What follows belongs to an exercise in optimizing a design on an open flow for small area and a short achievable clock period; a production flow would make more cautious choices. No functional check of the RTL was part of any run shown here. Power and IR drop assume default switching activity.

## flow/design.v (module list and top-level ports; edited modules follow where they fit)
// module riscv_core_ref: 185 lines
// module rf_rd_bit: 18 lines
// module agu_add: 756 lines
// module alu_add: 879 lines
// module pc_add: 441 lines
// module c_inv: 3 lines
// module c_nand2: 3 lines
// module c_nor2: 3 lines
// module c_nor3: 3 lines
// module c_nand3: 3 lines
// module c_nand4: 3 lines
// module c_a21oi: 3 lines
// module c_o21ai: 3 lines
// module c_o22ai: 3 lines
// module c_xor2: 3 lines
// module c_mux2: 3 lines
// module c_mux4: 3 lines
// module c_xnor2: 3 lines
module riscv_core_ref (
input clk,
input rstn,
output [31:0] instr_mem_addr,
input  [31:0] instr_mem_rdata,
output [31:0] data_mem_addr,
output        data_mem_write,
output [31:0] data_mem_wdata,
input  [31:0] data_mem_rdata
);
  // ...
==> flow/flow/run.sh <==
#!/bin/bash
# Own layout flow: the standard synthesis unchanged, then the standard ORFS
# layout with the I/O port buffers made from buf_4 and the delay cells kept
# out of the resizer's choices.  Each step's output goes to its own log here.
set -euo pipefail
DU="sky130_fd_sc_hd__probe_p_8 sky130_fd_sc_hd__probec_p_8 sky130_fd_sc_hd__lpflow_bleeder_1 sky130_fd_sc_hd__lpflow_clkbufkapwr_1 sky130_fd_sc_hd__lpflow_clkbufkapwr_16 sky130_fd_sc_hd__lpflow_clkbufkapwr_2 sky130_fd_sc_hd__lpflow_clkbufkapwr_4 sky130_fd_sc_hd__lpflow_clkbufkapwr_8 sky130_fd_sc_hd__lpflow_clkinvkapwr_1 sky130_fd_sc_hd__lpflow_clkinvkapwr_16 sky130_fd_sc_hd__lpflow_clkinvkapwr_2 sky130_fd_sc_hd__lpflow_clkinvkapwr_4 sky130_fd_sc_hd__lpflow_clkinvkapwr_8 sky130_fd_sc_hd__lpflow_decapkapwr_12 sky130_fd_sc_hd__lpflow_decapkapwr_3 sky130_fd_sc_hd__lpflow_decapkapwr_4 sky130_fd_sc_hd__lpflow_decapkapwr_6 sky130_fd_sc_hd__lpflow_decapkapwr_8 sky130_fd_sc_hd__lpflow_inputiso0n_1 sky130_fd_sc_hd__lpflow_inputiso0p_1 sky130_fd_sc_hd__lpflow_inputiso1n_1 sky130_fd_sc_hd__lpflow_inputiso1p_1 sky130_fd_sc_hd__lpflow_inputisolatch_1 sky130_fd_sc_hd__lpflow_isobufsrc_1 sky130_fd_sc_hd__lpflow_isobufsrc_16 sky130_fd_sc_hd__lpflow_isobufsrc_2 sky130_fd_sc_hd__lpflow_isobufsrc_4 sky130_fd_sc_hd__lpflow_isobufsrc_8 sky130_fd_sc_hd__lpflow_isobufsrckapwr_16 sky130_fd_sc_hd__lpflow_lsbuf_lh_hl_isowell_tap_1 sky130_fd_sc_hd__lpflow_lsbuf_lh_hl_isowell_tap_2 sky130_fd_sc_hd__lpflow_lsbuf_lh_hl_isowell_tap_4 sky130_fd_sc_hd__lpflow_lsbuf_lh_isowell_4 sky130_fd_sc_hd__lpflow_lsbuf_lh_isowell_tap_1 sky130_fd_sc_hd__lpflow_lsbuf_lh_isowell_tap_2 sky130_fd_sc_hd__lpflow_lsbuf_lh_isowell_tap_4"
DU="$DU sky130_fd_sc_hd__clkdlybuf4s15_1 sky130_fd_sc_hd__clkdlybuf4s15_2 sky130_fd_sc_hd__clkdlybuf4s18_1 sky130_fd_sc_hd__clkdlybuf4s18_2 sky130_fd_sc_hd__clkdlybuf4s25_1 sky130_fd_sc_hd__clkdlybuf4s25_2 sky130_fd_sc_hd__clkdlybuf4s50_1 sky130_fd_sc_hd__clkdlybuf4s50_2 sky130_fd_sc_hd__dlygate4sd1_1 sky130_fd_sc_hd__dlygate4sd2_1 sky130_fd_sc_hd__dlygate4sd3_1 sky130_fd_sc_hd__dlymetal6s2s_1 sky130_fd_sc_hd__dlymetal6s4s_1 sky130_fd_sc_hd__dlymetal6s6s_1"
bash standard.sh synth > std_synth.log 2>&1
bash standard.sh "DONT_USE_CELLS=$DU" "BUFFER_PORTS_ARGS=-buffer_cell sky130_fd_sc_hd__buf_4" finish > std_layout.log 2>&1
==> flow/standard.sh <==
#!/bin/bash
# synth_recipe.tcl (not shown) runs the flow's synth.tcl, then flattens the netlist and writes it again
# the make line also repeats each setting of config.mk as NAME=value (left out here)
make -C /OpenROAD-flow-scripts/flow DESIGN_CONFIG=/design/flow/config.mk WORK_HOME=/design/flow/orfs CLKGATE_MAP_FILE= SYNTH_SCRIPT=/design/flow/synth_recipe.tcl "${@:-finish}"
==> flow/config.mk <==
export PLATFORM = sky130hd
export DESIGN_NAME = riscv_core_ref
export DESIGN_NICKNAME = riscv_core_ref
export VERILOG_FILES = /design/flow/design.v
export SDC_FILE = /design/flow/constraint.sdc
export NUM_CORES = 4
export LEC_CHECK = 0
export CAP_MARGIN = 20
export CORE_MARGIN = 2
export CORE_UTILIZATION = 45
export CTS_CLUSTER_DIAMETER = 80
export CTS_CLUSTER_SIZE = 20
export PLACE_DENSITY = 0.6
export SETUP_SLACK_MARGIN = 3.5
export SLEW_MARGIN = 20
export SYNTH_HIERARCHICAL = 1
==> flow/constraint.sdc <==
create_clock -name core_clock -period 12.0 [get_ports {clk}]
set_input_delay 2.4000 -clock core_clock [delete_from_list [all_inputs] [get_ports {clk}]]
set_output_delay 2.4000 -clock core_clock [all_outputs]
set_load 0.01 [all_outputs]
==> impl_metrics.json, run 1 <==
{
  "final_cell_count_no_fill": 7771,
  "yosysTopAreaCellShare_pct": 50.5,
  "grt-ovfl-total": 0,
  "status": "no timing/DRC/antenna violations",
  "holdCritStartpoint": "vld[14]",
  "synth_top_cell_by_area": "edfxtp_1",
  "rsz0062_at_grt": "yes",
  "cp-start-kind": "primary input",
  "clockBufferCount": 89,
  "power.leakage_nw": 22.7,
  "ant_nets": 0,
  "relSlewSlack_pct": 16.9,
  "met1_usage_pct": 58.7,
  "ys_types": 96,
  "switching_power_w": 0.00280,
  "synth-compound-area-share_pct": 20.9,
  "hold-path-endpoint": "vld[14]",
  "gr-usage-met3_pct": 11.9,
  "fillers": 11700,
  "largest_reg_flops": 992,
  "place_congestion": 1.10,
  "seq_share_pct": 47.0,
  "finClkSkew_ns": 0.0570,
  "synth_xor_area_share_pct": 3.92,
  "syn_area_um2": 58900,
  "wl_met3_um": 41200,
  "yosysSeqAreaShare_pct": 53.2,
  "cts_root_buffer": "clkbuf_16",
  "nFlopsAndLatches": 1054
}
==> inputs of run 2 (changes only) <==
--- a/flow/config.mk
+++ b/flow/config.mk
@@ -13,3 +13,3 @@
 export PLACE_DENSITY = 0.6
-export SETUP_SLACK_MARGIN = 3.5
+export SETUP_SLACK_MARGIN = 4.2
 export SLEW_MARGIN = 20
==> run 2 against run 1 <==
Net effect: the layout now fails its checks (max-capacitance violations, max-slew violations); setup slack better by 0.51 ns; die area unchanged; design area up 9.5%; routed wire length up 7.1%; critical endpoint is now data_mem_addr[26].
==> impl_metrics.json, run 2 <==
{
  "ff2ff_path_depth": 23,
  "core_um2": 130000,
  "drc": 0,
  "hold-path-endpoint": "vld[15]",
  "power.leakage_nw": 25.3,
  "synth_top_cell_by_area": "edfxtp_1",
  "synth-seq-cells": 1054,
  "cts_inserted_buffers": 66,
  "ys_types": 96,
  "yosysTopAreaCellShare_pct": 50.5,
  "drive_above_1_share_pct": 25.2,
  "largest_registers": "rf (992), pc (31), vld (31)",
  "synth_ff_type": "edfxtp_1",
  "drv_slew": 3,
  "drt_iter0_drc": 11700,
  "routed_wl_um": 322000,
  "grt_usage_pct": 45.2,
  "fmax_ghz": 0.123,
  "largest_reg_flops": 992,
  "final_hold_viol_count": 0,
  "num_vias": 59300,
  "finClkSkew_ns": 0.0935,
  "synth_edf_count": 992,
  "io_pins": 163,
  "dieArea_um2": 134000,
  "status": "failed layout checks",
  "tightest_slew_ns": 1.66,
  "hold_class": "flip-flop to flip-flop",
  "dp_hpwl_um": 214000,
  "fin_crit_sh_pct": 67.9,
  "dieHeight_um": 366,
  "relSlewSlack_pct": -11.8,
  "synth_adder_area_share_pct": 0.318,
  "fp-row-count": 132,
  "cp.required_ns": 9.60,
  "yosysWarnings": 11,
  "tritoncts": "done",
  "synth_mux_area_share_pct": 3.29,
  "maxCapViolCount": 2,
  "synth-simple-area-share_pct": 14.4,
  "fillers": 11100,
  "clkLatencyLatePin_ns": 0.72,
  "dr.pass1.iters": 12,
  "hold_buffers": 0,
  "ant_nets": 0,
  "grt_pass1_wl_um": 424000,
  "final_nets": 6516,
  "htree_levels": 3,
  "avgSynthCellArea_um2": 10.3,
  "die_w_um": 366,
  "cts_root_buffer": "clkbuf_16",
  "final_cell_mix": "992 x edfxtp_1, 955 x o22ai_1, 818 x nor2_1",
  "synth-compound-area-share_pct": 20.9,
  "yosysSeqAreaShare_pct": 53.2,
  "critPathMaxFanout": 6,
  "worst_ep_arrival_time_ns": 5.75,
  "powerDensity_nw_per_um2": 120,
  "final_common_cell": "edfxtp_1",
  "setup_tns_ns": 0,
  "rsz0062_at_grt": "yes",
  "routedWlPerCell_um": 39.3,
  "grt_start_max_net_pins": 66,
  "ir_worst_vdd_v": 0.000137,
  "place_congestion": 1.15,
  "synth_top_family_by_area": "compound AO/OA/AOI/OAI gates",
  "crit-reg2reg-capture": "rf[30][21]",
  "clockBufferDepth": 3,
  "antenna_found_initial": 24,
  "synth_xor_area_share_pct": 3.92,
  "area_delta_synth_final_pct": 23.8,
  "cp-start-kind": "primary input",
  "hold_depth": 1,
  "async_reset_ff_share_pct": 5.88,
  "grt_pass1_vias": 52400,
  "worstSetupEndpointType": "primary output",
  "violations": "max-capacitance violations, max-slew violations",
  "yosysMostFrequentCell": "nor2_1",
  "yosys-top-cells-count": "1009 x nor2_1, 992 x edfxtp_1, 970 x o22ai_1, 378 x nand2_1, 235 x o21ai_1",
  "synthCells": 5717,
  "p_total_w": 0.00872,
  "synthTopCellsByArea": "edfxtp_1 51%, o22ai_1 10%, nor2_1 6.4%",
  "finalSetupViolCount": 0,
  "syn_area_um2": 58900,
  "cts.sinks": 1054,
  "viasPerCell": 7.23,
  "crit_type": "primary input to primary output",
  "grt-ovfl-total": 0,
  "r2r_slack_ns": 5.37,
  "regMostFlops": "rf",
  "start_util_pct": 45.4,
  "port_buffers": 159,
  "finalCriticalPeriod_ns": 8.15,
  "worstReg2RegStart": "vld[31]",
  "holdCritStartpoint": "vld[15]",
  "clk_pin_slew_ns": 0.09
}
==> run 2: cell count changes in the layout (fill, tap and decap cells not counted), sizes merged, moves of 3 or more <==
cell / delta
clkbuf: +23
diode: +3
inv: -5
nand3: +5
buf: +410
==> run 2: logic make-up after synthesis <==
group | Yosys count
and+or+nand+nor | 1911
xor gates and xnor gates | 264
adders and majority gates | 15
DFF | 1054
buffers and inverters | 402
muxes | 151
other | 1
AOI/OAI and AO/OA | 1919
==> run 2: report_power, final <==
group	switching, W	leakage, nW	internal [W]	total [W]
clock	0.00127	0.913	0.00103	0.00230
sequential	0.000138	9.89	0.00417	0.00431
combinational	0.00148	14.5	0.000632	0.00211
==> run 2: modules after synthesis (local to each module, per instance), a selection <==
module | times used | cells | area, um^2
riscv_core_ref | 1 | 2743 | 41600
alu_add | 1 | 128 | 961
pc_add | 1 | 31 | 233
c_mux4 | 4 | 1 | 22.5
c_nor3 | 30 | 1 | 10.0
c_xnor2 | 43 | 1 | 8.76
c_a21oi | 146 | 1 | 8.76
c_xor2 | 177 | 1 | 8.76
c_o22ai | 960 | 1 | 6.26
c_nand3 | 62 | 1 | 5.00
c_o21ai | 195 | 1 | 5.00
c_inv | 24 | 1 | 3.75
c_nor2 | 815 | 1 | 3.75
c_nand2 | 167 | 1 | 3.75
==> run 2: critical path, cell delays in order <==
cell     delay [ns]
buf_16         0.13
nor3b_4        0.15
buf_6          0.13
buf_8          0.13
nand3_4        0.19
buf_4          0.22
o22ai_1        0.11
nor2_2         0.30
nand4_1        0.18
buf_6          0.18
nor3_4         0.33
o21ai_2        0.18
a21oi_4        0.19
o21ai_2        0.10
a21oi_2        0.26
o21ai_2        0.11
xor2_2         0.15
buf_6          0.15
buf_6          0.12
==> run 2: worst max-delay path by stage <==
stage | start | cells after the start | endpoint
2_1_floorplan | instr_mem_rdata[19] | 11 | data_mem_wdata[26]
3_3_place_gp | instr_mem_rdata[15] | 19 | rf[28][13]
3_5_place_dp | instr_mem_rdata[21] | 23 | rf[1][21]
4_1_cts | instr_mem_rdata[17] | 20 | data_mem_addr[31]
5_1_grt | instr_mem_rdata[18] | 18 | data_mem_addr[11]
6_report | instr_mem_rdata[18] | 19 | data_mem_addr[26]
==> run 2: repair_timing <==
action,CTS,global route
pin swaps,228,151
cloned,21,12
setup endpoints to repair,1085,1034
resized for setup,685,351
hold endpoints to repair,0,0
setup buffers,359,193
==> run 2: final cells by class <==
cell class	count	area, um^2	share of cell area, %
Sequential cell	1054	31300	43.0
Multi-Input combinational cell	4285	29300	40.2
Antenna cell	11	27.5	0.0377
Clock inverter	12	174	0.238
Timing Repair Buffer	973	7990	10.9
Inverter	55	226	0.310
Tap cell	1742	2180	2.99
Clock buffer	78	1710	2.34
==> run 2: stage by stage <==
step | util, % | hold slack, ns | setup WS [ns] | area [um^2] | cells
2_1_floorplan | - | 0.451 | 4.13 | 59100 | 5719
4_1_cts | 53.9 | 0.559 | 4.12 | 70000 | 7990
6_report | 56.2 | 0.615 | 3.85 | 72900 | 8210
3_3_place_gp | 47.9 | 0.500 | 1.74 | 62100 | 7512
5_1_grt | 56.2 | 0.625 | 3.87 | 72900 | 8200
3_5_place_dp | 48.0 | 0.509 | 1.90 | 62300 | 7520
==> run 2: layer usage <==
metal	wire, um	up-vias	GRT usage, %
li1	-	23500	-
met1	112000	29000	58.9
met2	125000	5520	61.5
met3	53700	1339	17.3
met4	31200	24	31.2
met5	269	-	0

-- re-timing with driven ports --
How much do the figures lean on ideal ports? The routed layouts below were timed once more, with nothing changed but the port constraints. Step 1 (the two cells are an assumption about what drives the block):
set clk [get_ports {clk}]
set_driving_cell -lib_cell sky130_fd_sc_hd__clkbuf_16 $clk
set_driving_cell -lib_cell sky130_fd_sc_hd__buf_2 [delete_from_list [all_inputs] $clk]
Step 2 also shifts input and output timing later by t, the mid clock arrival at the registers, as if the neighbouring blocks saw the same clock. Three values: ideal, step 1, step 2; two values: the first two.
run	shift t [ns]	setup WS [ns]	worst hold slack (ns)	slew at the worst register clock pin (ns)
run 1	0.766	3.345 / 3.318 / 2.707	0.547 / 0.547 / 0.547	0.09 / 0.09
run 2	0.752	3.850 / 3.694 / 3.088	0.615 / 0.615 / 0.615	0.09 / 0.09
For run 2, which loses most, drivers alone change the setup slack by -0.156 ns; drivers and shift together by -0.762 ns.
